Background: an optimization exercise with open tools, aiming at small area. Do not read the settings as production practice.
Where RTL was checked, it was by simulation tests only, not by an equivalence proof against the original.
The RTL of run 2 was laid out without a check of its function.
No activity file was given, so power comes from the tool's default toggle rates.

File: flow/design.v
module pipeline(
    clock,
    reset,
    imem_addr,
    imem_rdata,
    dmem_addr,
    dmem_wdata,
    dmem_we,
    dmem_re,
    dmem_rdata,
    program_done
);
    input wire clock;
    input wire reset;
    output wire[31:0] imem_addr;
    input wire[31:0]  imem_rdata;
    output wire[31:0] dmem_addr;
    output wire[31:0] dmem_wdata;
    output wire       dmem_we;
    output wire       dmem_re;
    input wire[31:0]  dmem_rdata;
    output reg program_done;
    reg [31:0] fa;           
    reg        first;        
    reg        insn_valid;   
    reg [31:0] si;           
    reg        zap;          
    reg        stall;
    reg [31:0] pc_d;         
    reg        c_we, c_rtype, c_itype, c_jtype, c_memwe, c_memrd, c_link;
    reg [4:0]  rd_d;
    reg [31:0] regs [0:31];
    reg [31:0] rvalid;       
    reg [31:0] rs_q, rt_q;
    reg [31:0] out;
    reg        taken;
    reg [5:0]  funct_x;
    reg [31:0] rtd_x;
    reg        x_we, x_memwe, x_memrd, x_link;
    reg [4:0]  rd_x;
    reg [31:0] wb_data;
    reg        wb_we;
    reg [4:0]  wb_rd;
    assign imem_addr  = fa;
    assign dmem_addr  = out;
    assign dmem_wdata = rtd_x;
    assign dmem_we    = x_memwe;
    assign dmem_re    = x_memrd;
    wire [31:0] insn = stall ? si : imem_rdata;
    wire [5:0]  op = insn[31:26];
    wire [4:0]  rs = insn[25:21];
    wire [4:0]  rt = insn[20:16];
    wire [4:0]  rd = insn[15:11];
    wire [5:0]  fn = insn[5:0];
    wire rs_wb = wb_we && rs == wb_rd;
    wire rt_wb = wb_we && rt == wb_rd;
    wire [31:0] a = rs_wb ? wb_data : rs_q;
    wire [31:0] b = rt_wb ? wb_data : rt_q;
    wire hz_rs = (c_we && !stall && rs == rd_d) || (x_we && rs == rd_x) || rs_wb;
    wire hz_rt = (c_we && !stall && rt == rd_d) || (x_we && rt == rd_x) || rt_wb;
    wire op_r     = op == 6'b000000;
    wire op_addiu = op == 6'b001001;
    wire op_slti  = op == 6'b001010;
    wire op_lw    = op == 6'b100011;
    wire op_sw    = op == 6'b101011;
    wire op_lui   = op == 6'b001111;
    wire op_ori   = op == 6'b001101;
    wire op_j     = op == 6'b000010;
    wire op_jal   = op == 6'b000011;
    wire op_beq   = op == 6'b000100;
    wire op_bne   = op == 6'b000101;
    wire op_bgtz  = op == 6'b000111;
    wire op_blez  = op == 6'b000110;
    wire op_rimm  = op == 6'b000001;
    wire dv = insn_valid && insn != 32'h0000_0000;
    wire d_itype = op_addiu | op_slti | op_lw | op_sw | op_lui | op_ori;
    wire d_jtype = op_j | op_jal | op_beq | op_bne | op_bgtz | op_blez | op_rimm;
    wire d_we = (op_r & fn != 6'b001000) | op_addiu | op_slti | op_lw | op_lui | op_ori | op_jal;
    wire stall_next = ((op_r | op_beq | op_bne | op_sw) & (hz_rs | hz_rt)) |
                      ((op_addiu | op_slti | op_lui | op_ori) & hz_rt) |
                      ((op_lw | op_bgtz | op_blez | op_rimm) & hz_rs);
    wire kill_d = taken | stall_next;
    wire [4:0] rd_next = (dv & d_itype) ? rt : (dv & op_jal) ? 5'd31 : rd;
    always @(posedge clock) begin
        si    <= insn;
        pc_d  <= fa;
        rd_d  <= rd_next;
        if (reset) begin
            zap <= 1'b1;
            stall <= 1'b0;
            c_we <= 1'b0;
            c_rtype <= 1'b0;
            c_itype <= 1'b0;
            c_jtype <= 1'b0;
            c_memwe <= 1'b0;
            c_memrd <= 1'b0;
            c_link <= 1'b0;
        end else begin
            zap <= kill_d;
            stall <= stall_next;
            c_we <= dv & d_we & ~kill_d;
            c_rtype <= dv & op_r;
            c_itype <= dv & d_itype;
            c_jtype <= dv & d_jtype;
            c_memwe <= dv & op_sw;
            c_memrd <= dv & op_lw;
            c_link <= dv & (op_ori | op_jal);
        end
    end
    genvar gi;
    generate
        for (gi = 0; gi < 32; gi = gi + 1) begin : rf
            always @(posedge clock) begin
                if (wb_we && wb_rd == gi)
                    regs[gi] <= wb_data;
            end
        end
    endgenerate
    always @(posedge clock) begin
        if (reset)
            rvalid <= 32'h0;
        else if (wb_we)
            rvalid[wb_rd] <= 1'b1;
    end
    function [31:0] init_val;
        input [4:0] r;
        init_val = (r == 5'd29) ? 32'h8002_2000 : {27'b0, r};
    endfunction
    always @(posedge clock) begin
        rs_q <= rvalid[rs] ? regs[rs] : init_val(rs);
        rt_q <= rvalid[rt] ? regs[rt] : init_val(rt);
    end
    wire kill_x = taken | zap;               
    wire [5:0]  xop = kill_x ? 6'b0 : si[31:26];
    wire [5:0]  xfn = kill_x ? 6'b0 : si[5:0];
    wire [4:0]  xsa = kill_x ? 5'b0 : si[10:6];
    wire [4:0]  xrt = si[20:16];
    wire [15:0] imm = si[15:0];
    wire x_addiu = xop == 6'b001001;
    wire x_slti  = xop == 6'b001010;
    wire x_lwsw  = xop == 6'b100011 || xop == 6'b101011;
    wire x_lui   = xop == 6'b001111;
    wire x_ori   = xop == 6'b001101;
    wire x_j     = xop == 6'b000010 || xop == 6'b000011;
    wire x_jal   = xop == 6'b000011;
    wire x_beq   = xop == 6'b000100;
    wire x_bne   = xop == 6'b000101;
    wire x_bgtz  = xop == 6'b000111;
    wire x_blez  = xop == 6'b000110;
    wire x_bgez  = xop == 6'b000001 && xrt == 5'b00001;
    wire f_add  = xfn == 6'b100000 || xfn == 6'b100001;
    wire f_sub  = xfn == 6'b100010 || xfn == 6'b100011;
    wire f_slt  = xfn == 6'b101010;
    wire f_sltu = xfn == 6'b101011;
    wire f_sll  = xfn == 6'b000000;
    wire f_srl  = xfn == 6'b000010 || xfn == 6'b000011;
    wire f_and  = xfn == 6'b100100;
    wire f_or   = xfn == 6'b100101;
    wire f_xor  = xfn == 6'b100110;
    wire f_nor  = xfn == 6'b100111;
    wire f_jr   = xfn == 6'b001000;
    wire [31:0] simm = {{16{imm[15]}}, imm};
    wire use_pc = c_jtype | x_jal;
    wire sub = c_rtype ? (f_sub | f_slt | f_sltu) : (c_itype & x_slti);
    reg [31:0] yop;
    always @(*) begin
        if (c_rtype)
            yop = b;
        else if (c_itype)
            yop = x_lwsw ? {16'b0, imm} : simm;
        else if (x_jal)
            yop = 32'd8;
        else
            yop = {simm[29:0], 2'b00};
    end
    wire [31:0] xop_a = use_pc ? pc_d : a;
    wire [32:0] sum = {1'b0, xop_a} + {1'b0, sub ? ~yop : yop} + {32'b0, sub};
    wire lt_s = (a[31] ^ yop[31]) ? a[31] : sum[31];
    wire lt_u = ~sum[32];
    function [31:0] rev32;
        input [31:0] v;
        integer k;
        for (k = 0; k < 32; k = k + 1) rev32[k] = v[31-k];
    endfunction
    wire [31:0] sh_in  = f_sll ? rev32(b) : b;
    wire [31:0] sh_r   = sh_in >> xsa;
    wire [31:0] sh_out = f_sll ? rev32(sh_r) : sh_r;
    wire [31:0] axb = a ^ b;
    wire a_eq_b = axb == 32'h0;
    wire a_zero = a == 32'h0;
    wire [5:0]  jtop = pc_d[31:26] + {5'b0, &pc_d[25:2]};
    wire [31:0] jtarget = {jtop, 26'b0} | {si[25:0], 2'b00};
    reg [31:0] out_next;
    reg        taken_next;
    always @(*) begin
        out_next = out;
        taken_next = 1'b0;
        if (c_rtype) begin
            if (f_add | f_sub)       out_next = sum[31:0];
            else if (f_slt)          out_next = {31'b0, lt_s};
            else if (f_sltu)         out_next = {31'b0, lt_u};
            else if (f_sll | f_srl)  out_next = sh_out;
            else if (f_and)          out_next = a & b;
            else if (f_or)           out_next = a | b;
            else if (f_xor)          out_next = axb;
            else if (f_nor)          out_next = ~(a | b);
            else if (f_jr) begin
                out_next = a;
                taken_next = 1'b1;
            end
        end else if (c_itype) begin
            if (x_addiu | x_lwsw)    out_next = sum[31:0];
            else if (x_slti)         out_next = {31'b0, lt_s};
            else if (x_lui)          out_next = {imm, 16'b0};
            else if (x_ori)          out_next = a | {16'b0, imm};
        end else if (c_jtype) begin
            if (x_j) begin
                out_next = jtarget;
                taken_next = 1'b1;
            end else if ((x_beq & a_eq_b) | (x_bne & ~a_eq_b) | (x_bgtz & ~a_zero) | x_bgez) begin
                out_next = sum[31:0];
                taken_next = 1'b1;
            end else if (x_blez & a_zero) begin
                out_next = sum[31:0];
            end
        end else begin
            out_next = 32'h0;
        end
    end
    always @(posedge clock) begin
        out <= out_next;
        rtd_x <= x_jal ? sum[31:0] : b;
        rd_x <= rd_d;
        if (reset) begin
            taken <= 1'b0;
            funct_x <= 6'b0;
            x_we <= 1'b0;
            x_memwe <= 1'b0;
            x_memrd <= 1'b0;
            x_link <= 1'b0;
        end else begin
            taken <= taken_next;
            funct_x <= xfn;
            x_we <= c_we & ~kill_x;
            x_memwe <= c_memwe & ~kill_x;
            x_memrd <= c_memrd & ~kill_x;
            x_link <= c_link & ~kill_x;
        end
    end
    always @(posedge clock) begin
        wb_data <= x_memrd ? dmem_rdata : (x_link ? rtd_x : out);
        wb_rd <= rd_x;
        if (reset)
            wb_we <= 1'b0;
        else
            wb_we <= x_we;
    end
    always @(posedge clock) begin
        first <= reset;
        if (reset) begin
            fa <= 32'h0;
            insn_valid <= 1'b0;
            program_done <= 1'b0;
        end else begin
            if (!stall)
                fa <= taken ? out : first ? 32'h8002_0000 : fa + 32'd4;
            insn_valid <= fa >= 32'h8002_0000;
            if (funct_x == 6'b001000 && out == 32'd31)
                program_done <= 1'b1;
        end
    end
endmodule
File: flow/run.sh
#!/bin/bash
# synth_recipe.tcl (not shown) runs the flow's synth.tcl, then flattens the netlist and writes it again
# the make line also repeats each setting of config.mk as NAME=value (left out here)
make -C /OpenROAD-flow-scripts/flow DESIGN_CONFIG=/design/flow/config.mk WORK_HOME=/design/flow/orfs CLKGATE_MAP_FILE= SYNTH_SCRIPT=/design/flow/synth_recipe.tcl finish
File: flow/config.mk
export PLATFORM = sky130hd
export DESIGN_NAME = pipeline
export DESIGN_NICKNAME = pipeline
export VERILOG_FILES = /design/flow/design.v
export SDC_FILE = /design/flow/constraint.sdc
export NUM_CORES = 4
export LEC_CHECK = 0
export CAP_MARGIN = 20
export CORE_MARGIN = 2
export CORE_UTILIZATION = 40
export PLACE_DENSITY = 0.6
export SLEW_MARGIN = 20
File: flow/constraint.sdc
create_clock -name core_clock -period 10.0 [get_ports {clock}]
set_input_delay 2.0000 -clock core_clock [delete_from_list [all_inputs] [get_ports {clock}]]
set_output_delay 2.0000 -clock core_clock [all_outputs]
set_load 0.01 [all_outputs]
==> results of run 1 <==
[cell families (layout without fill, tap and decap cells)]
kind of cell | Yosys count | after routing | synth area share, %
muxes | 241 | 241 | 4.38
and+or+nand+nor | 1348 | 1348 | 9.60
other | 0 | 8 | 0
DFF | 1351 | 1351 | 57.0
adders and majority gates | 106 | 106 | 2.02
AOI/OAI and AO/OA | 1927 | 1927 | 21.9
xor gates and xnor gates | 142 | 142 | 1.89
buffers and inverters | 553 | 812 | 3.22
[Yosys cell counts, drive strengths merged, types with 7 or more instances]
library cell,count
inv,119
nor2b,16
a21o,20
nand3,146
a21oi,256
and2,37
nand2,329
nand2b,17
o221ai,53
a311oi,10
a211oi,55
or2,9
o22ai,29
a221o,18
buf,59
edfxtp,1056
a31oi,52
clkbuf,373
o31ai,11
ha,105
a22oi,282
nor4,48
xor2,14
and3,34
o21ai,221
o211a,7
a22o,350
nor2,444
o211ai,33
dfxtp,295
nand4,166
a211o,11
xnor2,128
a221oi,387
o21a,13
mux4,28
or4,9
mux2,38
o21bai,15
mux2i,175
o32ai,43
nor3,61
[layer usage]
metal | vias up | GRT usage (%) | wire (um)
li1 | 23081 | - | -
met1 | 29475 | 48.2 | 116000
met2 | 6884 | 57.1 | 141000
met3 | 2111 | 18.9 | 60500
met4 | 25 | 31.0 | 36700
met5 | - | 1.26 | 410
[cells in the final DEF, fill, tap and decap left out, drive strengths merged, types with 52 or more instances in the layout]
cell              n
nor3             61
xnor2           128
a22oi           282
nor2            444
nand2           329
mux2i           175
edfxtp         1056
ha              105
o221ai           53
a31oi            52
dfxtp           295
a221oi          387
nand3           146
a21oi           256
clkdlybuf4s50   163
clkbuf          194
a211oi           55
a22o            350
o21ai           221
inv             127
nand4           166
buf             260
[layout make-up]
cell class	count	share of cell area, %
Timing Repair Buffer	423	4.76
Tap cell	2189	3.58
Multi-Input combinational cell	3764	35.4
Clock buffer	194	5.16
Sequential cell	1351	49.2
Inverter	121	0.593
Clock inverter	74	1.26
Antenna cell	8	0.0262
[sequential cells by signal, indices dropped and copies added (netlist names), 5 cells and up]
register	cells
fa	32
funct_x	6
out	32
pc_d	32
rd_d	5
rd_x	5
regs	1024
rs_q	32
rt_q	32
rtd_x	32
rvalid	32
si	32
wb_data	32
wb_rd	5
[metrics by stage]
step	cell area, um^2	cells	worst slack [ns]
floorplan	66000	5668	2.14
global placement	71600	7848	1.24
detailed placement	71600	7848	1.28
CTS	76500	8116	1.98
global route	76500	8116	1.56
finish	76500	8124	1.77
[path summary, 6_finish.rpt]
| check | start | endpoint | cells past startpoint |
|---|---|---|---|
| hold reg to reg | rd_d[4] | rd_x[4] | 0 |
| setup / recovery | imem_rdata[23] | out[30] | 19 |
| setup reg to reg | stall | out[30] | 18 |
| hold / removal | rd_d[4] | rd_x[4] | 0 |
[power by group through the flow]
stage	combinational, mW	sequential, mW	clock [mW]
global route	1.26	6.14	5.79
finish	1.24	6.15	5.59
floorplan	0.660	6.19	0
detailed placement	1.15	6.26	0
CTS	1.16	6.14	5.57
global placement	1.16	6.26	0
==> results by group, run 1 <==
STA
  – Final min period: ~8.2 ns
  – Fraction of the cycle the final worst path needs: 82.3%
  – Worst hold slack: 0.395 ns
  – Worst-margin pin slew: 1.31 ns
  – Setup_tns: 0 ns
  – Final hold violations: 0
  – Peak clock frequency supported by timing: approximately 120 MHz
  – RSZ-0062 raised after global routing: false
  – Finish-stage setup viols: 0
  – Relative slew slack: around 13%
  – Final Max Slew Viols: 0
  – Worst Skew: 0.0648 ns

Detailed routing
  – Final routed wirelength across all metal layers: 355000 um
  – Starting DRT DRC Count: between 10000 and 15000
  – Mean number of vias per cell: between 7 and 8
  – Residual antenna-violating net count after detailed routing: 0
  – TritonRoute pass-1 iters: 11
  – Average wire per cell in the routed design: 43.7 um
  – Remaining DRCs: 0
  – Routed via count: 61576

Run
  – Max-cap violation count: 0

Outcome
  – Result of the run: finished clean

Synth
  – EDFF count, synth: 1056
  – Fraction of registers with async set or reset after synthesis: 0%
  – Mapped Avg Cell Area: ~12 um^2
  – Synthesized flop and latch total: 1351
  – Leading register cell type out of synthesis: sky130_fd_sc_hd__edfxtp_1
  – Area leader, netlist: sky130_fd_sc_hd__edfxtp_1
  – Sequential area share after synthesis: 57.0%
  – Summed instance area of the synthesized netlist: 66000 um^2
  – Top cells by area, synth: sky130_fd_sc_hd__edfxtp_1 48%, sky130_fd_sc_hd__dfxtp_1 9.0%, sky130_fd_sc_hd__a221oi_1 5.1%
  – Yosys cell types: 89
  – Net Count, Synth: 5840
  – Yosys warning count: 2
  – Share of Yosys cell area claimed by the top area cell type: 48.1%
  – Number of standard cells after synthesis: ~5700

Worst setup path
  – Worst endpoint data arrival time: 8.75 ns
  – Kind of start point of the critical path: input pin
  – Crit-path slowest cell: sky130_fd_sc_hd__o41ai_1
  – Element type at the critical path end: flop
  – Chain of cells forming the critical path: clkdlybuf4s50_1 > mux2i_1 > buf_4 > inv_2 > xnor2_1 > and4_1 > nand2_2 > mux2i_1 > a21oi_1 > ha_1 > o21ai_0 > a21boi_0 > o41ai_1 > a211oi_1 > o21ai_0 > a41oi_1 > a31oi_1 > xnor2_1 > a221o_1
  – Largest fanout of any net on the critical path: 28
  – Worst reg-to-reg setup slack: 2.65 ns
  – Critical path buffer and inverter count: 3
  – Category of the most critical setup path: in2reg
  – Category of cells accounting for the largest share of critical-path delay: compound AO/OA/AOI/OAI gates
  – Largest incremental delay on the critical path: 1.00 ns
  – CP required: 10.52 ns

Clock network
  – Resized cells post-CTS: 0
  – Number of setup buffers added after CTS: 0
  – Clock transition time at the flip-flop clock pins of the worst setup and hold paths: 0.06 ns
  – Buffers from clock root to sink, at most: 3
  – Root buffer selected by CTS: sky130_fd_sc_hd__clkbuf_16
  – Insertion delay to the later sink of the worst-skew pair: 0.83 ns
  – Clock buffer count from CTS: 145
  – Hold-fix buffer count after cts: 0
  – TritonCTS sink count: approximately 1400
  – TritonCTS clock tree: done
  – Number of levels the H-tree was split into: 4

Floorplanning
  – Number of placement rows: 149
  – Die Y: about 410 um
  – Standard cell core area: 164000 um^2
  – Total die area: 168000 um^2
  – Floorplan die width: ~410 um
  – I/O pin count: 165
  – Initial Utilization: 40.1%

Pwr
  – Internal power contribution: 9.57 mW
  – Power density of the placed cells: between 150 and 200 nW/um^2
  – Peak supply drop: approximately 0.00017 V
  – Total power draw: 13.0 mW
  – Switching power as a share of total power: 26.3%
  – Leakage component of the power: 27.3 nW
  – Part of the power in combinational logic: 9.5%
  – Clock power share: 43.1%
  – Portion of total power attributed to sequential cells: 47.4%
  – Sw power: 3.41 mW

GRT
  – Number of global-route vias before repair: 56733
  – Antenna violations before repair: 17
  – Global-route wire length before repair: 475000 um
  – Remaining global-route overflow: 0
  – Total routing resource utilization after global routing: 40.7%
  – Largest net degree at the start of global routing: 68

Cells and area
  – Layout Area Growth over Synthesis: 16.0%
  – Sequential Area: roughly 38000 um^2
  – Post-route core utilization: 46.5%
  – Final-stage net count: about 6000
  – Layout cell share with drive strength beyond 1: a little under an eighth
  – Filler Cell Count: 14830
  – Multi-input logic area: 27100 um^2

Place
  – Port-buffer cells: around 160
  – Final estimated routing congestion in global placement: 1.08
  – HPWL after DPL: 213000 um

Hold path
  – Path class of the lowest-slack min-delay path: reg2reg
==> run 2: changes to the inputs <==
--- a/flow/design.v
+++ b/flow/design.v
@@ -32,3 +32,2 @@
     reg [31:0] regs [0:31];
-    reg [31:0] rvalid;       
     reg [31:0] rs_q, rt_q;
@@ -109,17 +108,2 @@
     end
-    genvar gi;
-    generate
-        for (gi = 0; gi < 32; gi = gi + 1) begin : rf
-            always @(posedge clock) begin
-                if (wb_we && wb_rd == gi)
-                    regs[gi] <= wb_data;
-            end
-        end
-    endgenerate
-    always @(posedge clock) begin
-        if (reset)
-            rvalid <= 32'h0;
-        else if (wb_we)
-            rvalid[wb_rd] <= 1'b1;
-    end
     function [31:0] init_val;
@@ -128,5 +112,15 @@
     endfunction
-    always @(posedge clock) begin
-        rs_q <= rvalid[rs] ? regs[rs] : init_val(rs);
-        rt_q <= rvalid[rt] ? regs[rt] : init_val(rt);
+    genvar gi;
+    generate
+        for (gi = 0; gi < 32; gi = gi + 1) begin : rf
+            wire [31:0] wd = reset ? init_val(gi) : wb_data;
+            always @(posedge clock) begin
+                if (reset || (wb_we && wb_rd == gi))
+                    regs[gi] <= wd;
+            end
+        end
+    endgenerate
+    always @(posedge clock) begin
+        rs_q <= regs[rs];
+        rt_q <= regs[rt];
     end
--- a/flow/config.mk
+++ b/flow/config.mk
@@ -9,4 +9,5 @@
 export CORE_MARGIN = 2
-export CORE_UTILIZATION = 40
-export PLACE_DENSITY = 0.6
+export CORE_UTILIZATION = 55
+export CTS_BUF_LIST = sky130_fd_sc_hd__clkbuf_4 sky130_fd_sc_hd__clkbuf_8
+export PLACE_DENSITY = 0.7
 export SLEW_MARGIN = 20
==> results by group, run 2 <==
Cells and area
  – Layout cell share with drive strength beyond 1: 13.5% (+1.6 points)
  – Multi-input logic area: 26500 um^2 (-2.2%)
  – Register with the most flip-flops: regs
  – Filler Cell Count: 9147 (-38%)
  – Layout Area Growth over Synthesis: 13.6%
  – Sequential Area: 37000 um^2 (-1.7%)
  – Final-stage net count: 5788 (-3.2%)
  – Post-route core utilization: 63.2% (+17 points)
  – Number of flip-flops under the largest register name: 1024 (unchanged)
  – Leading cell types in the layout, fill and taps excluded: 1056 x sky130_fd_sc_hd__edfxtp_1, 363 x sky130_fd_sc_hd__a221oi_1, 355 x sky130_fd_sc_hd__a22oi_1
  – Most common library cell in the layout ignoring fill and taps: sky130_fd_sc_hd__edfxtp_1
  – Final standard cell count with taps included and fillers excluded: 7356 (-9.5%)

Clock network
  – Clock buffer count from CTS: 205 (+41%)
  – TritonCTS sink count: 1319 (-2.4%)
  – Resized cells post-CTS: 0 (unchanged)
  – Insertion delay to the later sink of the worst-skew pair: 1.02 ns (+0.19 ns)
  – Hold-fix buffer count after cts: 0 (unchanged)
  – TritonCTS clock tree: done
  – Clock transition time at the flip-flop clock pins of the worst setup and hold paths: 0.07 ns (about the same)
  – Root buffer selected by CTS: sky130_fd_sc_hd__clkbuf_8
  – Number of levels the H-tree was split into: 4 (unchanged)
  – Buffers from clock root to sink, at most: 3 (unchanged)
  – Number of setup buffers added after CTS: 0 (unchanged)

Pwr
  – Clock power share: 38.2% (-4.9 points)
  – Internal power contribution: 9.57 mW (about the same)
  – Part of the power in combinational logic: 13.6% (+4.1 points)
  – Peak supply drop: 0.000174 V (+0.15%)
  – Leakage component of the power: 26.4 nW (-3.2%)
  – Total power draw: 13.5 mW (+4.0%)
  – Portion of total power attributed to sequential cells: 48.2% (+0.8 points)
  – Sw power: 3.93 mW (+15%)
  – Power density of the placed cells: 183 nW/um^2 (+8.1%)
  – Switching power as a share of total power: 29.1% (+2.8 points)

Floorplanning
  – I/O pin count: 165 (unchanged)
  – Number of placement rows: 125 (-16%)
  – Die Y: 347 um (-15%)
  – Initial Utilization: 55.6% (+15 points)
  – Standard cell core area: 117000 um^2 (-29%)
  – Total die area: 121000 um^2 (-28%)
  – Floorplan die width: 347 um (-15%)

Synth
  – Most instantiated library cell after synthesis: sky130_fd_sc_hd__edfxtp_1
  – Yosys warning count: 2 (unchanged)
  – Yosys cell types: 96 (+7.9%)
  – Summed instance area of the synthesized netlist: 64800 um^2 (-1.8%)
  – Post-synth top cells: 1056 x sky130_fd_sc_hd__edfxtp_1, 363 x sky130_fd_sc_hd__a221oi_1, 355 x sky130_fd_sc_hd__a22oi_1, 346 x sky130_fd_sc_hd__clkbuf_1, 321 x sky130_fd_sc_hd__nand2_1
  – Leading register cell type out of synthesis: sky130_fd_sc_hd__edfxtp_1
  – Net Count, Synth: 5666 (-3.0%)
  – Sequential area share after synthesis: 57.1% (+0.066 points)
  – Mapped Avg Cell Area: 11.8 um^2 (+1.2%)
  – Top cells by area, synth: sky130_fd_sc_hd__edfxtp_1 49%, sky130_fd_sc_hd__dfxtp_1 8.1%, sky130_fd_sc_hd__a221oi_1 4.9%
  – Fraction of registers with async set or reset after synthesis: 0% (unchanged)
  – Share of Yosys cell area claimed by the top area cell type: 49.0% (+0.89 points)
  – Area leader, netlist: sky130_fd_sc_hd__edfxtp_1
  – EDFF count, synth: 1056 (unchanged)
  – Number of standard cells after synthesis: 5500 (-3.0%)
  – Synthesized flop and latch total: 1319 (-2.4%)

STA
  – Final min period: 8.15 ns (-0.0802 ns)
  – RSZ-0062 raised after global routing: false
  – Fraction of the cycle the final worst path needs: 81.5% (-0.80 points)
  – Relative slew slack: 7.15% (-5.5 points)
  – Final Max Slew Viols: 0 (unchanged)
  – Worst Skew: 0.0500 ns (-0.0148 ns)
  – Worst hold slack: 0.358 ns (-0.0368 ns)
  – Worst-margin pin slew: 1.39 ns (+0.0826 ns)
  – Finish-stage setup viols: 0 (unchanged)
  – Final hold violations: 0 (unchanged)
  – Setup_tns: 0 ns (unchanged)
  – Peak clock frequency supported by timing: 123 MHz (+0.99%)

Hold path
  – Path class of the lowest-slack min-delay path: reg2reg

Detailed routing
  – Average wire per cell in the routed design: 45.7 um (+4.6%)
  – Routed via count: 61156 (-0.68%)
  – Remaining DRCs: 0 (unchanged)
  – TritonRoute pass-1 iters: 12 (+1)
  – Starting DRT DRC Count: 14102 (+0.43%)
  – Residual antenna-violating net count after detailed routing: 0 (unchanged)
  – Final routed wirelength across all metal layers: 336000 um (-5.3%)
  – Mean number of vias per cell: 8.31 (+9.7%)

GRT
  – Global-route wire length before repair: 451000 um (-5.0%)
  – Remaining global-route overflow: 0 (unchanged)
  – Number of global-route vias before repair: 56184 (-0.97%)
  – Total routing resource utilization after global routing: 54.2% (+13 points)
  – Antenna violations before repair: 24 (+7)
  – Largest net degree at the start of global routing: 80 (+18%)

Place
  – HPWL after DPL: 195000 um (-8.7%)
  – Placed cells: 6936 (-12%)
  – Final estimated routing congestion in global placement: 1.11 (+3.3%)
  – Port-buffer cells: 164 (unchanged)

Worst setup path
  – Element type at the critical path end: flop
  – Category of the most critical setup path: in2reg
  – Worst endpoint data arrival time: 8.86 ns (+0.11 ns)
  – CP required: 10.71 ns (+0.19 ns)
  – Kind of start point of the critical path: input pin
  – Largest fanout of any net on the critical path: 18 (-36%)

Outcome
  – Result of the run: finished clean

Run
  – Max-cap violation count: 0 (unchanged)
## run 2: changes by cell type after synthesis, sizes merged, moves of 32 or more
cell and change:
nor2 -159, a22oi +73, o32ai -40, o21ai -54, o221ai -32, a21oi +39
dfxtp -32, nor2b +42, o32a +63, a22o -45
## run 2: worst paths after layout
check,start,endpoint,slack (ns),cells past startpoint
hold / removal,fa[0],pc_d[0],0.36,0
hold reg to reg,fa[0],pc_d[0],0.36,0
setup / recovery,imem_rdata[17],out[28],1.85,21
setup reg to reg,stall,out[28],2.62,20
## run 2: through the flow
| stage | area [um^2] | setup WS [ns] |
|---|---|---|
| after floorplan | 64800 | 1.48 |
| after global placement | 68800 | 1.25 |
| after detailed placement | 68800 | 1.11 |
| after CTS | 73400 | 2.13 |
| after global routing | 73500 | 1.51 |
| final | 73600 | 1.85 |
## run 2: logic make-up after synthesis
kind of cell               after synthesis  share of synthesized area [%]
and+or+nand+nor                       1231                           9.38
adders and majority gates              100                           1.94
DFF                                   1319                           57.1
AOI/OAI and AO/OA                     1939                           22.5
buffers and inverters                  547                           3.32
muxes                                  227                           3.93
xor gates and xnor gates               137                           1.85
## run 2: layout make-up
class,count,share of cell area (%)
sequential,1319,50.3
multi-input combinational,3634,36.0
clock buffer,284,4.82
timing repair buffer,350,4.16
tap,1524,2.59
clock inverter,102,1.46
inverter,112,0.571
antenna,31,0.105
## run 2: power groups by stage
| stage | sequential, mW | combinational [mW] | clock (mW) |
|---|---|---|---|
| after floorplan | 6.40 | 0.974 | 0 |
| after global placement | 6.56 | 1.71 | 0 |
| after detailed placement | 6.56 | 1.71 | 0 |
| after CTS | 6.45 | 1.72 | 5.10 |
| after global routing | 6.48 | 1.85 | 5.33 |
| final | 6.50 | 1.84 | 5.16 |
## run 2: routing by layer
metal / part of all wire (%) / wire, um / global-route usage, % / vias to the layer above
li1: - / - / - / 22479
met1: 31 / 103000 / 61.2 / 28630
met2: 39 / 132000 / 74.4 / 7383
met3: 17 / 58600 / 27.7 / 2630
met4: 12 / 41100 / 48.1 / 34
met5: 0.22 / 743 / 2.24 / -
## run 2: worst max-delay path: stages
cell                              delay [ns]
sky130_fd_sc_hd__clkdlybuf4s50_1        0.59
sky130_fd_sc_hd__mux2i_4                0.35
sky130_fd_sc_hd__inv_1                  0.18
sky130_fd_sc_hd__xnor2_1                0.25
sky130_fd_sc_hd__and4_1                 0.61
sky130_fd_sc_hd__nand2_2                0.31
sky130_fd_sc_hd__buf_4                  0.32
sky130_fd_sc_hd__mux2i_1                0.38
sky130_fd_sc_hd__a21oi_1                0.15
sky130_fd_sc_hd__xnor2_1                0.17
sky130_fd_sc_hd__ha_1                   0.31
sky130_fd_sc_hd__or4_1                  0.56
sky130_fd_sc_hd__o21ai_0                0.37
sky130_fd_sc_hd__a21oi_1                0.25
sky130_fd_sc_hd__a41oi_1                0.60
sky130_fd_sc_hd__o21ai_0                0.22
sky130_fd_sc_hd__a2111oi_0              0.46
sky130_fd_sc_hd__o21ba_2                0.24
sky130_fd_sc_hd__xnor2_1                0.09
sky130_fd_sc_hd__a221oi_1               0.30
sky130_fd_sc_hd__nand2_1                0.10
==> run 3: changes to the inputs <==
--- a/flow/design.v
+++ b/flow/design.v
@@ -28,3 +28,3 @@
     reg        stall;
-    reg [31:0] pc_d;         
+    reg        sp;           
     reg        c_we, c_rtype, c_itype, c_jtype, c_memwe, c_memrd, c_link;
@@ -35,3 +35,3 @@
     reg        taken;
-    reg [5:0]  funct_x;
+    reg        jr_x;
     reg [31:0] rtd_x;
@@ -84,3 +84,3 @@
         si    <= insn;
-        pc_d  <= fa;
+        sp    <= stall;
         rd_d  <= rd_next;
@@ -157,2 +157,3 @@
     wire use_pc = c_jtype | x_jal;
+    wire [16:0] boff = {imm[15], imm} - {16'b0, ~sp};
     wire sub = c_rtype ? (f_sub | f_slt | f_sltu) : (c_itype & x_slti);
@@ -165,7 +166,7 @@
         else if (x_jal)
-            yop = 32'd8;
+            yop = sp ? 32'd8 : 32'd4;
         else
-            yop = {simm[29:0], 2'b00};
-    end
-    wire [31:0] xop_a = use_pc ? pc_d : a;
+            yop = {{13{boff[16]}}, boff, 2'b00};
+    end
+    wire [31:0] xop_a = use_pc ? fa : a;
     wire [32:0] sum = {1'b0, xop_a} + {1'b0, sub ? ~yop : yop} + {32'b0, sub};
@@ -179,4 +180,7 @@
     wire [31:0] sh_in  = f_sll ? rev32(b) : b;
-    wire [31:0] sh_r   = sh_in >> xsa;
-    wire [31:0] sh_out = f_sll ? rev32(sh_r) : sh_r;
+    wire [31:0] sh_4 = xsa[4] ? {16'b0, sh_in[31:16]} : sh_in;
+    wire [31:0] sh_3 = xsa[3] ? {8'b0, sh_4[31:8]} : sh_4;
+    wire [31:0] sh_2 = xsa[2] ? {4'b0, sh_3[31:4]} : sh_3;
+    wire [31:0] sh_1 = xsa[1] ? {2'b0, sh_2[31:2]} : sh_2;
+    wire [31:0] sh_r = xsa[0] ? {1'b0, sh_1[31:1]} : sh_1;
     wire [31:0] axb = a ^ b;
@@ -184,41 +188,38 @@
     wire a_zero = a == 32'h0;
-    wire [5:0]  jtop = pc_d[31:26] + {5'b0, &pc_d[25:2]};
+    wire [5:0]  jtop = fa[31:26] + {5'b0, sp & (&fa[25:2])};
     wire [31:0] jtarget = {jtop, 26'b0} | {si[25:0], 2'b00};
-    reg [31:0] out_next;
-    reg        taken_next;
-    always @(*) begin
-        out_next = out;
-        taken_next = 1'b0;
-        if (c_rtype) begin
-            if (f_add | f_sub)       out_next = sum[31:0];
-            else if (f_slt)          out_next = {31'b0, lt_s};
-            else if (f_sltu)         out_next = {31'b0, lt_u};
-            else if (f_sll | f_srl)  out_next = sh_out;
-            else if (f_and)          out_next = a & b;
-            else if (f_or)           out_next = a | b;
-            else if (f_xor)          out_next = axb;
-            else if (f_nor)          out_next = ~(a | b);
-            else if (f_jr) begin
-                out_next = a;
-                taken_next = 1'b1;
-            end
-        end else if (c_itype) begin
-            if (x_addiu | x_lwsw)    out_next = sum[31:0];
-            else if (x_slti)         out_next = {31'b0, lt_s};
-            else if (x_lui)          out_next = {imm, 16'b0};
-            else if (x_ori)          out_next = a | {16'b0, imm};
-        end else if (c_jtype) begin
-            if (x_j) begin
-                out_next = jtarget;
-                taken_next = 1'b1;
-            end else if ((x_beq & a_eq_b) | (x_bne & ~a_eq_b) | (x_bgtz & ~a_zero) | x_bgez) begin
-                out_next = sum[31:0];
-                taken_next = 1'b1;
-            end else if (x_blez & a_zero) begin
-                out_next = sum[31:0];
-            end
-        end else begin
-            out_next = 32'h0;
-        end
-    end
+    wire br_go  = (x_beq & a_eq_b) | (x_bne & ~a_eq_b) | (x_bgtz & ~a_zero) | x_bgez;
+    wire s_sum  = (c_rtype & (f_add | f_sub)) | (c_itype & (x_addiu | x_lwsw)) |
+                  (c_jtype & (br_go | (x_blez & a_zero)));
+    wire s_lts  = (c_rtype & f_slt) | (c_itype & x_slti);
+    wire s_ltu  = c_rtype & f_sltu;
+    wire s_sll  = c_rtype & f_sll;
+    wire s_srl  = c_rtype & f_srl;
+    wire s_and  = c_rtype & f_and;
+    wire s_or   = c_rtype & f_or;
+    wire s_xor  = c_rtype & f_xor;
+    wire s_nor  = c_rtype & f_nor;
+    wire s_a    = c_rtype & f_jr;
+    wire s_lui  = c_itype & x_lui;
+    wire s_ori  = c_itype & x_ori;
+    wire s_jt   = c_jtype & x_j;
+    wire s_zero = ~c_rtype & ~c_itype & ~c_jtype;
+    wire s_hold = ~(s_sum | s_lts | s_ltu | s_sll | s_srl | s_and | s_or | s_xor | s_nor |
+                    s_a | s_lui | s_ori | s_jt | s_zero);
+    wire [31:0] a_or_b = a | b;
+    wire [31:0] out_next =
+        ({32{s_sum}} & sum[31:0]) |
+        {31'b0, (s_lts & lt_s) | (s_ltu & lt_u)} |
+        ({32{s_sll}} & rev32(sh_r)) |
+        ({32{s_srl}} & sh_r) |
+        ({32{s_and}} & (a & b)) |
+        ({32{s_or}}  & a_or_b) |
+        ({32{s_xor}} & axb) |
+        ({32{s_nor}} & ~a_or_b) |
+        ({32{s_a}}   & a) |
+        ({32{s_lui}} & {imm, 16'b0}) |
+        ({32{s_ori}} & (a | {16'b0, imm})) |
+        ({32{s_jt}}  & jtarget) |
+        ({32{s_hold}} & out);
+    wire taken_next = (c_rtype & f_jr) | (c_jtype & (x_j | br_go));
     always @(posedge clock) begin
@@ -229,3 +230,3 @@
             taken <= 1'b0;
-            funct_x <= 6'b0;
+            jr_x <= 1'b0;
             x_we <= 1'b0;
@@ -236,3 +237,3 @@
             taken <= taken_next;
-            funct_x <= xfn;
+            jr_x <= f_jr;
             x_we <= c_we & ~kill_x;
@@ -261,3 +262,3 @@
             insn_valid <= fa >= 32'h8002_0000;
-            if (funct_x == 6'b001000 && out == 32'd31)
+            if (jr_x && out == 32'd31)
                 program_done <= 1'b1;
--- a/flow/config.mk
+++ b/flow/config.mk
@@ -9,5 +9,7 @@
 export CORE_MARGIN = 2
-export CORE_UTILIZATION = 55
-export CTS_BUF_LIST = sky130_fd_sc_hd__clkbuf_4 sky130_fd_sc_hd__clkbuf_8
-export PLACE_DENSITY = 0.7
+export CORE_UTILIZATION = 45
+export CTS_BUF_LIST = sky130_fd_sc_hd__clkbuf_16
+export CTS_CLUSTER_DIAMETER = 60
+export CTS_CLUSTER_SIZE = 30
+export PLACE_DENSITY = 0.6
 export SLEW_MARGIN = 20
==> results by group, run 3 <==
Outcome
  – Result of the run: finished clean

Floorplanning
  – Floorplan die width: 377 um (+8.5%)
  – Die Y: 377 um (+8.5%)
  – Standard cell core area: 138000 um^2 (+18%)
  – Total die area: 142000 um^2 (+18%)
  – I/O pin count: 165 (unchanged)
  – Number of placement rows: 136 (+8.8%)
  – Initial Utilization: 45.4% (-10 points)

Pwr
  – Power density of the placed cells: 177 nW/um^2 (-3.7%)
  – Peak supply drop: 0.000161 V (-7.4%)
  – Sw power: 3.95 mW (+0.48%)
  – Clock power share: 36.0% (-2.2 points)
  – Switching power as a share of total power: 31.4% (+2.3 points)
  – Leakage component of the power: 25.5 nW (-3.2%)
  – Portion of total power attributed to sequential cells: 50.1% (+1.9 points)
  – Part of the power in combinational logic: 13.9% (+0.3 points)
  – Internal power contribution: 8.62 mW (-9.8%)

Detailed routing
  – Residual antenna-violating net count after detailed routing: 0 (unchanged)
  – Routed via count: 57875 (-5.4%)
  – Mean number of vias per cell: 8.00 (-3.8%)
  – Average wire per cell in the routed design: 48.8 um (+6.9%)
  – Final routed wirelength across all metal layers: 353000 um (+5.1%)
  – TritonRoute pass-1 iters: 13 (+1)
  – Remaining DRCs: 0 (unchanged)
  – Starting DRT DRC Count: 12713 (-9.8%)

STA
  – Worst-margin pin slew: 1.23 ns (-0.160 ns)
  – Final min period: 8.16 ns (+0.0104 ns)
  – Worst hold slack: 0.401 ns (+0.0427 ns)
  – Worst Skew: 0.0834 ns (+0.0334 ns)
  – Peak clock frequency supported by timing: 123 MHz (-0.13%)
  – Fraction of the cycle the final worst path needs: 81.6% (+0.10 points)
  – RSZ-0062 raised after global routing: false
  – Relative slew slack: 17.9% (+11 points)
  – Finish-stage setup viols: 0 (unchanged)
  – Final hold violations: 0 (unchanged)
  – Setup_tns: 0 ns (unchanged)
  – Final Max Slew Viols: 0 (unchanged)

GRT
  – Total routing resource utilization after global routing: 48.3% (-5.9 points)
  – Global-route wire length before repair: 467000 um (+3.5%)
  – Number of global-route vias before repair: 53415 (-4.9%)
  – Remaining global-route overflow: 0 (unchanged)
  – Antenna violations before repair: 19 (-21%)
  – Largest net degree at the start of global routing: 69 (-14%)

Synth
  – Yosys warning count: 2 (unchanged)
  – Summed instance area of the synthesized netlist: 62500 um^2 (-3.5%)
  – Yosys cell types: 87 (-9.4%)
  – Sequential area share after synthesis: 57.5% (+0.39 points)
  – Post-synth top cells: 1024 x sky130_fd_sc_hd__edfxtp_1, 379 x sky130_fd_sc_hd__a221oi_1, 349 x sky130_fd_sc_hd__a22oi_1, 348 x sky130_fd_sc_hd__clkbuf_1, 315 x sky130_fd_sc_hd__a22o_1
  – Area leader, netlist: sky130_fd_sc_hd__edfxtp_1
  – Top cells by area, synth: sky130_fd_sc_hd__edfxtp_1 49%, sky130_fd_sc_hd__dfxtp_1 8.3%, sky130_fd_sc_hd__a221oi_1 5.3%
  – Net Count, Synth: 5423 (-4.3%)
  – EDFF count, synth: 1024 (-3.0%)
  – Share of Yosys cell area claimed by the top area cell type: 49.2% (+0.23 points)
  – Mapped Avg Cell Area: 11.9 um^2 (+1.0%)
  – Leading register cell type out of synthesis: sky130_fd_sc_hd__edfxtp_1
  – Number of standard cells after synthesis: 5255 (-4.5%)
  – Fraction of registers with async set or reset after synthesis: 0% (unchanged)
  – Synthesized flop and latch total: 1283 (-2.7%)
  – Most instantiated library cell after synthesis: sky130_fd_sc_hd__edfxtp_1

Worst setup path
  – Largest fanout of any net on the critical path: 23 (+5)
  – Worst reg-to-reg setup slack: 2.60 ns (-0.02 ns)
  – Largest incremental delay on the critical path: 0.88 ns (+0.27 ns)
  – Worst endpoint data arrival time: 8.86 ns (about the same)
  – Critical path buffer and inverter count: 5 (+2)
  – Chain of cells forming the critical path: clkdlybuf4s50_1 > mux2i_2 > buf_4 > inv_1 > buf_4 > xnor2_1 > and4_1 > nand2_2 > buf_12 > mux2i_1 > a21oi_1 > ha_1 > o21a_1 > o21a_1 > a21oi_1 > a21bo_2 > a2111oi_0 > nand2b_1 > o21bai_1 > a21oi_1 > o31ai_1 > a211oi_1 > a211o_1
  – Kind of start point of the critical path: input pin
  – Source of the worst register-to-register timing path: stall
  – CP required: 10.70 ns (about the same)
  – Element type at the critical path end: flop
  – Category of cells accounting for the largest share of critical-path delay: compound AO/OA/AOI/OAI gates
  – Cell count of the worst reg-to-reg path: 20 (unchanged)
  – Worst path most repeated cell: sky130_fd_sc_hd__a21oi_1
  – Category of the most critical setup path: in2reg
  – Terminus of the critical flop-to-flop path: out[0]
  – Number of logic stages on the critical path including buffering: 23 (+9.5%)
  – Crit-path slowest cell: sky130_fd_sc_hd__mux2i_1

Clock network
  – Clock transition time at the flip-flop clock pins of the worst setup and hold paths: 0.08 ns (about the same)
  – Clock buffer count from CTS: 102 (-50%)
  – TritonCTS clock tree: done
  – Buffers from clock root to sink, at most: 3 (unchanged)
  – Number of levels the H-tree was split into: 3 (-1)
  – Number of setup buffers added after CTS: 0 (unchanged)
  – Insertion delay to the later sink of the worst-skew pair: 0.83 ns (-0.19 ns)
  – Resized cells post-CTS: 0 (unchanged)
  – Hold-fix buffer count after cts: 0 (unchanged)
  – Root buffer selected by CTS: sky130_fd_sc_hd__clkbuf_16
  – TritonCTS sink count: 1283 (-2.7%)

Cells and area
  – Layout cell share with drive strength beyond 1: 11.9% (-1.7 points)
  – Filler Cell Count: 11922 (+30%)
  – Leading cell types in the layout, fill and taps excluded: 1024 x sky130_fd_sc_hd__edfxtp_1, 379 x sky130_fd_sc_hd__a221oi_1, 349 x sky130_fd_sc_hd__a22oi_1
  – Most common library cell in the layout ignoring fill and taps: sky130_fd_sc_hd__edfxtp_1
  – Sequential Area: 35900 um^2 (-2.8%)
  – Number of flip-flops under the largest register name: 1024 (unchanged)
  – Final-stage net count: 5505 (-4.9%)
  – Final standard cell count with taps included and fillers excluded: 7233 (-1.7%)
  – Multi-input logic area: 25500 um^2 (-4.0%)
  – Register with the most flip-flops: regs
  – Layout Area Growth over Synthesis: 13.9%

Hold path
  – Hold path endpoint: wb_rd[3]
  – WHS Path Cells: 0 (unchanged)
  – Path class of the lowest-slack min-delay path: reg2reg
  – Startpoint of the tightest hold check path: rd_x[3]

Place
  – Placed cells: 7025 (+1.3%)
  – Port-buffer cells: 164 (unchanged)
  – HPWL after DPL: 207000 um (+6.1%)
  – Final estimated routing congestion in global placement: 1.05 (-5.6%)

Run
  – Max-cap violation count: 0 (unchanged)
-- run 3: worst max path at each step --
| stage | from | endpoint | slack [ns] |
|---|---|---|---|
| 2_1_floorplan | imem_rdata[18] | out[28] | 3.25 |
| 3_3_place_gp | imem_rdata[25] | out[26] | 1.29 |
| 3_5_place_dp | imem_rdata[25] | out[26] | 1.31 |
| 4_1_cts | imem_rdata[25] | out[26] | 2.03 |
| 5_1_grt | imem_rdata[18] | out[26] | 1.46 |
| 6_report | imem_rdata[25] | out[0] | 1.84 |
-- run 3: logic make-up (layout without fill, tap and decap cells) --
group | count (synthesis) | after routing | synth area share [%]
flops | 1283 | 1283 | 57.5
buf+inv | 525 | 697 | 3.26
compound gates | 1801 | 1801 | 22.2
simple gates | 1183 | 1183 | 9.25
fa+ha+maj | 102 | 102 | 2.05
mux | 243 | 243 | 4.14
other cells | 0 | 12 | 0
xor+xnor | 118 | 118 | 1.65
-- run 3: area by class of cell --
class / instances / share of cell area, %
tap: 1794 / 3.15
clock inverter: 91 / 1.58
clock buffer: 103 / 3.62
timing repair buffer: 391 / 4.73
inverter: 112 / 0.591
antenna: 12 / 0.0422
sequential: 1283 / 50.5
multi-input combinational: 3447 / 35.8
-- run 3: power groups by stage --
stage / sequential [mW] / combinational, mW / clock [mW]
finish: 6.30 / 1.74 / 4.53
global route: 6.29 / 1.76 / 4.71
CTS: 6.26 / 1.65 / 4.51
detailed placement: 6.38 / 1.64 / 0
global placement: 6.38 / 1.66 / 0
floorplan: 6.20 / 0.858 / 0
-- run 3: per-stage QoR --
| stage | setup slack [ns] | util (%) | power, mW | area [um^2] |
|---|---|---|---|---|
| 3_5_place_dp | 1.31 | 48.9 | 8.02 | 67300 |
| 6_report | 1.84 | 51.7 | 12.6 | 71200 |
| 4_1_cts | 2.03 | 51.6 | 12.4 | 71000 |
| 3_3_place_gp | 1.29 | 48.9 | 8.04 | 67300 |
| 2_1_floorplan | 3.25 | - | 7.06 | 62500 |
| 5_1_grt | 1.46 | 51.7 | 12.8 | 71100 |
-- run 3: worst register-to-register path: stages (launching register included) --
cell and delay [ns]:
sky130_fd_sc_hd__dfxtp_4 0.80, sky130_fd_sc_hd__mux2i_1 0.60, sky130_fd_sc_hd__inv_2 0.12, sky130_fd_sc_hd__xnor2_1 0.86, sky130_fd_sc_hd__and2_1 0.48, sky130_fd_sc_hd__nand2_2 0.25
sky130_fd_sc_hd__buf_4 0.29, sky130_fd_sc_hd__mux2i_1 0.34, sky130_fd_sc_hd__a21oi_1 0.16, sky130_fd_sc_hd__xnor2_1 0.25, sky130_fd_sc_hd__ha_1 0.33, sky130_fd_sc_hd__or3_1 0.39
sky130_fd_sc_hd__a21oi_1 0.38, sky130_fd_sc_hd__a21bo_2 0.28, sky130_fd_sc_hd__a2111oi_0 0.43, sky130_fd_sc_hd__nand2b_1 0.37, sky130_fd_sc_hd__o21bai_1 0.12, sky130_fd_sc_hd__a21oi_1 0.36
sky130_fd_sc_hd__o31ai_1 0.15, sky130_fd_sc_hd__a211oi_1 0.26, sky130_fd_sc_hd__a211o_1 0.13
-- run 3: routing by layer --
layer	vias to the layer above	global-route usage [%]	share of wire (%)
li1	21512	-	-
met1	28081	57.1	33
met2	6360	70.1	41
met3	1900	18.1	15
met4	22	39.2	11
met5	-	0.926	0.087
==> run 4: changes to the inputs <==
--- a/flow/design.v
+++ b/flow/design.v
@@ -171,5 +171,34 @@
     wire [31:0] xop_a = use_pc ? fa : a;
-    wire [32:0] sum = {1'b0, xop_a} + {1'b0, sub ? ~yop : yop} + {32'b0, sub};
+    wire [32:0] sum = add33(xop_a, sub ? ~yop : yop, sub);
     wire lt_s = (a[31] ^ yop[31]) ? a[31] : sum[31];
     wire lt_u = ~sum[32];
+    function [32:0] add33;
+        input [31:0] x;
+        input [31:0] y;
+        input        ci;
+        reg [31:0] p, g, pp, gg;
+        reg [32:0] c;
+        integer i, l;
+        begin
+            p = x ^ y;
+            g = x & y;
+            gg = g;
+            pp = p;
+            gg[0] = g[0] | (p[0] & ci);
+            for (l = 0; l < 5; l = l + 1)
+                for (i = (2 << l) - 1; i < 32; i = i + (2 << l)) begin
+                    gg[i] = gg[i] | (pp[i] & gg[i - (1 << l)]);
+                    pp[i] = pp[i] & pp[i - (1 << l)];
+                end
+            for (l = 3; l >= 0; l = l - 1)
+                for (i = (3 << l) - 1; i < 32; i = i + (2 << l)) begin
+                    gg[i] = gg[i] | (pp[i] & gg[i - (1 << l)]);
+                    pp[i] = pp[i] & pp[i - (1 << l)];
+                end
+            c[0] = ci;
+            for (i = 0; i < 32; i = i + 1)
+                c[i + 1] = gg[i];
+            add33 = {c[32], p ^ c[31:0]};
+        end
+    endfunction
     function [31:0] rev32;
@@ -180,7 +209,18 @@
     wire [31:0] sh_in  = f_sll ? rev32(b) : b;
-    wire [31:0] sh_4 = xsa[4] ? {16'b0, sh_in[31:16]} : sh_in;
-    wire [31:0] sh_3 = xsa[3] ? {8'b0, sh_4[31:8]} : sh_4;
-    wire [31:0] sh_2 = xsa[2] ? {4'b0, sh_3[31:4]} : sh_3;
-    wire [31:0] sh_1 = xsa[1] ? {2'b0, sh_2[31:2]} : sh_2;
-    wire [31:0] sh_r = xsa[0] ? {1'b0, sh_1[31:1]} : sh_1;
+    wire [3:0] sd0 = 4'b1 << xsa[1:0];
+    wire [3:0] sd1 = 4'b1 << xsa[3:2];
+    wire [63:0] sh_x = {32'b0, sh_in};
+    reg  [31:0] sh_1, sh_2;
+    reg  [63:0] sh_y;
+    integer si_k;
+    always @(*) begin
+        for (si_k = 0; si_k < 32; si_k = si_k + 1)
+            sh_1[si_k] = (sd0[0] & sh_x[si_k]) | (sd0[1] & sh_x[si_k + 1]) |
+                         (sd0[2] & sh_x[si_k + 2]) | (sd0[3] & sh_x[si_k + 3]);
+        sh_y = {32'b0, sh_1};
+        for (si_k = 0; si_k < 32; si_k = si_k + 1)
+            sh_2[si_k] = (sd1[0] & sh_y[si_k]) | (sd1[1] & sh_y[si_k + 4]) |
+                         (sd1[2] & sh_y[si_k + 8]) | (sd1[3] & sh_y[si_k + 12]);
+    end
+    wire [31:0] sh_r = xsa[4] ? {16'b0, sh_2[31:16]} : sh_2;
     wire [31:0] axb = a ^ b;
==> flow/flow/run.sh (new file) <==
#!/bin/bash
# Own layout flow: the standard synthesis and layout (standard.sh), with
# clock tree synthesis told not to add dummy loads and to cluster sinks in
# larger groups, and the port buffers made with buf_1. Each call's full
# output goes to its own log file in the work folder; ORFS keeps its
# per-step logs under orfs/logs.
set -euo pipefail
bash standard.sh synth > log_1_synth.txt 2>&1
bash standard.sh \
  "CTS_ARGS=-sink_clustering_enable -repair_clock_nets -dont_use_dummy_load -buf_list sky130_fd_sc_hd__clkbuf_8 -sink_clustering_size 18 -sink_clustering_max_diameter 50" \
  "BUFFER_PORTS_ARGS=-buffer_cell sky130_fd_sc_hd__buf_1" \
  finish > log_2_layout.txt 2>&1
==> flow/standard.sh (new file) <==
#!/bin/bash
# synth_recipe.tcl (not shown) runs the flow's synth.tcl, then flattens the netlist and writes it again
# the make line also repeats each setting of config.mk as NAME=value (left out here)
make -C /OpenROAD-flow-scripts/flow DESIGN_CONFIG=/design/flow/config.mk WORK_HOME=/design/flow/orfs CLKGATE_MAP_FILE= SYNTH_SCRIPT=/design/flow/synth_recipe.tcl "${@:-finish}"
--- a/flow/config.mk
+++ b/flow/config.mk
@@ -10,5 +10,2 @@
 export CORE_UTILIZATION = 45
-export CTS_BUF_LIST = sky130_fd_sc_hd__clkbuf_16
-export CTS_CLUSTER_DIAMETER = 60
-export CTS_CLUSTER_SIZE = 30
 export PLACE_DENSITY = 0.6
removed: flow/run.sh
==> results by group, run 4 <==
Clock network
  – Number of levels the H-tree was split into: 4 (+1)
  – Insertion delay to the later sink of the worst-skew pair: 0.95 ns (+0.12 ns)
  – Clock transition time at the flip-flop clock pins of the worst setup and hold paths: 0.09 ns (about the same)
  – Root buffer selected by CTS: sky130_fd_sc_hd__clkbuf_8
  – Number of setup buffers added after CTS: 0 (unchanged)
  – Clock buffer count from CTS: 133 (+30%)
  – Buffers from clock root to sink, at most: 3 (unchanged)
  – TritonCTS clock tree: done
  – TritonCTS sink count: 1283 (unchanged)
  – Resized cells post-CTS: 0 (unchanged)
  – Hold-fix buffer count after cts: 0 (unchanged)

Synth
  – Number of standard cells after synthesis: 5164 (-1.7%)
  – Synthesized flop and latch total: 1283 (unchanged)
  – Net Count, Synth: 5346 (-1.4%)
  – Yosys warning count: 2 (unchanged)
  – EDFF count, synth: 1024 (unchanged)
  – Most instantiated library cell after synthesis: sky130_fd_sc_hd__edfxtp_1
  – Leading register cell type out of synthesis: sky130_fd_sc_hd__edfxtp_1
  – Fraction of registers with async set or reset after synthesis: 0% (unchanged)
  – Post-synth top cells: 1024 x sky130_fd_sc_hd__edfxtp_1, 544 x sky130_fd_sc_hd__a221oi_1, 449 x sky130_fd_sc_hd__a22o_1, 356 x sky130_fd_sc_hd__nand2_1, 348 x sky130_fd_sc_hd__clkbuf_1
  – Share of Yosys cell area claimed by the top area cell type: 49.9% (+0.73 points)
  – Top cells by area, synth: sky130_fd_sc_hd__edfxtp_1 50%, sky130_fd_sc_hd__dfxtp_1 8.4%, sky130_fd_sc_hd__a221oi_1 7.7%
  – Sequential area share after synthesis: 58.3% (+0.85 points)
  – Mapped Avg Cell Area: 11.9 um^2 (+0.28%)
  – Yosys cell types: 79 (-9.2%)
  – Area leader, netlist: sky130_fd_sc_hd__edfxtp_1
  – Summed instance area of the synthesized netlist: 61600 um^2 (-1.5%)

Cells and area
  – Layout Area Growth over Synthesis: 8.71%
  – Number of flip-flops under the largest register name: 1024 (unchanged)
  – Layout cell share with drive strength beyond 1: 9.77% (-2.1 points)
  – Leading cell types in the layout, fill and taps excluded: 1024 x sky130_fd_sc_hd__edfxtp_1, 544 x sky130_fd_sc_hd__a221oi_1, 449 x sky130_fd_sc_hd__a22o_1
  – Filler Cell Count: 12141 (+1.8%)
  – Register with the most flip-flops: regs
  – Most common library cell in the layout ignoring fill and taps: sky130_fd_sc_hd__edfxtp_1
  – Final design instance area without fill: 67000 um^2 (-5.9%)
  – Final-stage net count: 5424 (-1.5%)

Worst setup path
  – Element type at the critical path end: flop
  – CP required: 10.71 ns (about the same)
  – Cell count of the worst reg-to-reg path: 22 (+10%)
  – Source of the worst register-to-register timing path: taken
  – Terminus of the critical flop-to-flop path: out[0]
  – Worst reg-to-reg setup slack: 2.16 ns (-0.44 ns)
  – Crit. Startpoint: taken
  – Worst endpoint data arrival time: 8.55 ns (-0.31 ns)
  – Largest fanout of any net on the critical path: 16 (-30%)
  – Kind of start point of the critical path: flop
  – Category of the most critical setup path: reg2reg

Floorplanning
  – I/O pin count: 165 (unchanged)
  – Standard cell core area: 136000 um^2 (-1.5%)
  – Number of placement rows: 135 (-0.74%)
  – Die Y: 374 um (-0.72%)
  – Initial Utilization: 45.4% (about the same)
  – Floorplan die width: 374 um (-0.72%)
  – Total die area: 140000 um^2 (-1.4%)

STA
  – Worst-margin pin slew: 1.33 ns (+0.105 ns)
  – Finish-stage setup viols: 0 (unchanged)
  – Peak clock frequency supported by timing: 128 MHz (+4.0%)
  – Fraction of the cycle the final worst path needs: 78.4% (-3.1 points)
  – Setup_tns: 0 ns (unchanged)
  – Final min period: 7.84 ns (-0.314 ns)
  – RSZ-0062 raised after global routing: false
  – Final Max Slew Viols: 0 (unchanged)
  – Worst Skew: 0.144 ns (+0.0610 ns)
  – Final hold violations: 0 (unchanged)
  – Relative slew slack: 10.8% (-7.1 points)

Detailed routing
  – Remaining DRCs: 0 (unchanged)
  – Residual antenna-violating net count after detailed routing: 0 (unchanged)
  – Average wire per cell in the routed design: 46.5 um (-4.6%)
  – Mean number of vias per cell: 7.96 (-0.57%)
  – TritonRoute pass-1 iters: 9 (-4)
  – Final routed wirelength across all metal layers: 327000 um (-7.3%)
  – Routed via count: 55929 (-3.4%)
  – Starting DRT DRC Count: 12322 (-3.1%)

Pwr
  – Peak supply drop: 0.0000994 V (-38%)
  – Power density of the placed cells: 160 nW/um^2 (-9.4%)
  – Leakage component of the power: 23.2 nW (-9.3%)

GRT
  – Remaining global-route overflow: 0 (unchanged)
  – Number of global-route vias before repair: 51169 (-4.2%)
  – Met2 Use GR: 64.5% (-5.6 points)
  – M3 GR Usage: 18.5% (+0.39 points)
  – Most Used Layer, Global Route: met2
  – Global-route wire length before repair: 436000 um (-6.8%)
  – Routing usage on met1: 54.1% (-3.0 points)
  – Total routing resource utilization after global routing: 45.3% (-3.1 points)
  – Antenna violations before repair: 12 (-7)
  – Largest net degree at the start of global routing: 71 (+2.9%)

Hold path
  – WHS Path Cells: 0 (unchanged)
  – Hold path endpoint: rd_x[4]
  – Startpoint of the tightest hold check path: rd_d[4]
  – Path class of the lowest-slack min-delay path: reg2reg

Place
  – HPWL after DPL: 188000 um (-9.1%)
  – DP Area: 65000 um^2 (-3.5%)
  – Final estimated routing congestion in global placement: 1.04 (-0.80%)
  – Port-buffer cells: 164 (unchanged)

Run
  – Max-cap violation count: 0 (unchanged)

Outcome
  – Result of the run: finished clean
==> run 4: cell types whose count changed after synthesis, moves of 16 or more <==
cell,delta
sky130_fd_sc_hd__a22oi_1,-313
sky130_fd_sc_hd__a221oi_1,+165
sky130_fd_sc_hd__a22o_1,+134
sky130_fd_sc_hd__mux2i_1,-97
sky130_fd_sc_hd__o22a_1,+66
sky130_fd_sc_hd__o32a_1,-63
sky130_fd_sc_hd__nand2_1,+50
sky130_fd_sc_hd__inv_1,+43
sky130_fd_sc_hd__o2111ai_1,+37
sky130_fd_sc_hd__o21ai_0,+33
sky130_fd_sc_hd__a21oi_1,-29
sky130_fd_sc_hd__nor2b_1,-20
sky130_fd_sc_hd__mux2_2,-17
sky130_fd_sc_hd__a31oi_1,-16
==> run 4: routing by layer <==
| metal | share of wire (%) | routed length [um] |
|---|---|---|
| met1 | 33 | 107000 |
| met2 | 41 | 133000 |
| met3 | 16 | 53300 |
| met4 | 10 | 33400 |
| met5 | 0.16 | 528 |
==> run 4: critical path, cell delays in order, from the launching register on <==
cell and delay, ns:
sky130_fd_sc_hd__dfxtp_1 0.72, sky130_fd_sc_hd__or2_2 0.60, sky130_fd_sc_hd__o21ai_0 0.26, sky130_fd_sc_hd__nor2_1 0.66, sky130_fd_sc_hd__nor2_1 0.39, sky130_fd_sc_hd__a221oi_1 0.93
sky130_fd_sc_hd__a21oi_1 0.13, sky130_fd_sc_hd__xnor2_1 0.18, sky130_fd_sc_hd__ha_1 0.39, sky130_fd_sc_hd__a2111o_1 0.41, sky130_fd_sc_hd__o22a_1 0.22, sky130_fd_sc_hd__and3b_1 0.17
sky130_fd_sc_hd__o2bb2ai_1 0.18, sky130_fd_sc_hd__a211oi_1 0.44, sky130_fd_sc_hd__o21bai_1 0.11, sky130_fd_sc_hd__a21oi_1 0.29, sky130_fd_sc_hd__o21ai_0 0.23, sky130_fd_sc_hd__a21bo_2 0.25
sky130_fd_sc_hd__fa_1 0.43, sky130_fd_sc_hd__xor2_1 0.19, sky130_fd_sc_hd__a21o_1 0.17, sky130_fd_sc_hd__a221oi_1 0.23, sky130_fd_sc_hd__o211ai_1 0.12
==> run 4: layout make-up <==
type / instances / area (um^2) / area share (%)
multi-input combinational: 3331 / 24400 / 36.5
inverter: 155 / 582 / 0.869
timing repair buffer: 338 / 1950 / 2.91
antenna: 9 / 22.5 / 0.0336
clock buffer: 133 / 1830 / 2.73
sequential: 1283 / 35900 / 53.7
tap: 1781 / 2230 / 3.33
==> run 4: through the flow <==
stage | cells | hold slack (ns) | utilization [%] | total power, mW | setup WS, ns
after floorplan | 5164 | 0.351 | - | 6.95 | 2.36
after detailed placement | 6885 | 0.389 | 47.9 | 7.72 | 1.49
after CTS | 7018 | 0.401 | 49.3 | 10.6 | 2.41
after global routing | 7024 | 0.410 | 49.4 | 10.9 | 1.93
after global placement | 6885 | 0.385 | 47.9 | 7.73 | 1.60
final | 7030 | 0.401 | 49.4 | 10.7 | 2.16
==> run 4: how the worst max path moves through the flow <==
stage / endpoint / slack, ns / cells past startpoint
6_report: out[0] / 2.16 / 22
5_1_grt: out[0] / 1.93 / 27
4_1_cts: out[0] / 2.41 / 22
3_5_place_dp: out[0] / 1.49 / 27
3_3_place_gp: out[0] / 1.60 / 27
2_1_floorplan: out[0] / 2.36 / 25
==> run 4: kinds of logic (layout without fill, tap and decap cells) <==
kind of cell	count (synthesis)	count (layout)	share of synthesized area [%]
other cells	0	9	0
buf+inv	550	626	3.41
fa+ha+maj	116	116	2.55
simple gates	1220	1220	9.54
flops	1283	1283	58.3
mux	127	127	2.21
xor+xnor	99	99	1.41
compound gates	1769	1769	22.6
==> run 4: report_power, final <==
group,switching (mW),internal [mW],total [mW]
registers,0.268,5.98,6.24
logic,1.09,0.401,1.49
clock network,1.81,1.18,2.99

afterwards: timing with drivers on the ports:
The results above use ideal ports. As a check the final layouts listed here were re-extracted and re-timed, cells and wires unchanged.
Step 1: set_driving_cell puts a clkbuf_16 on clock and a buf_2 on each other input, an assumption about the parent block.
Step 2 moves the port delays by t, midway between the first and last clock arrival at a register: inputs arrive t later, outputs are due t later. That takes back most of the time a late clock gives input paths.
Slacks: ideal / step 1 / step 2; pairs: ideal / step 1.
run | shift t [ns] | setup WS [ns] | worst slew at a driven data input, ns
run 1 | 0.884 | 1.774 / 1.831 / 0.947 | 0.05
run 2 | 1.067 | 1.854 / 1.899 / 0.832 | 0.08
run 3 | 0.865 | 1.844 / 1.873 / 1.008 | 0.13
run 4 | 0.949 | 2.158 / 2.158 / 1.445 | 0.05
After both steps every run listed still meets setup and hold. The setup slack of run 2, which loses most, moves by +0.045 ns with the drivers and by -1.022 ns with both steps.
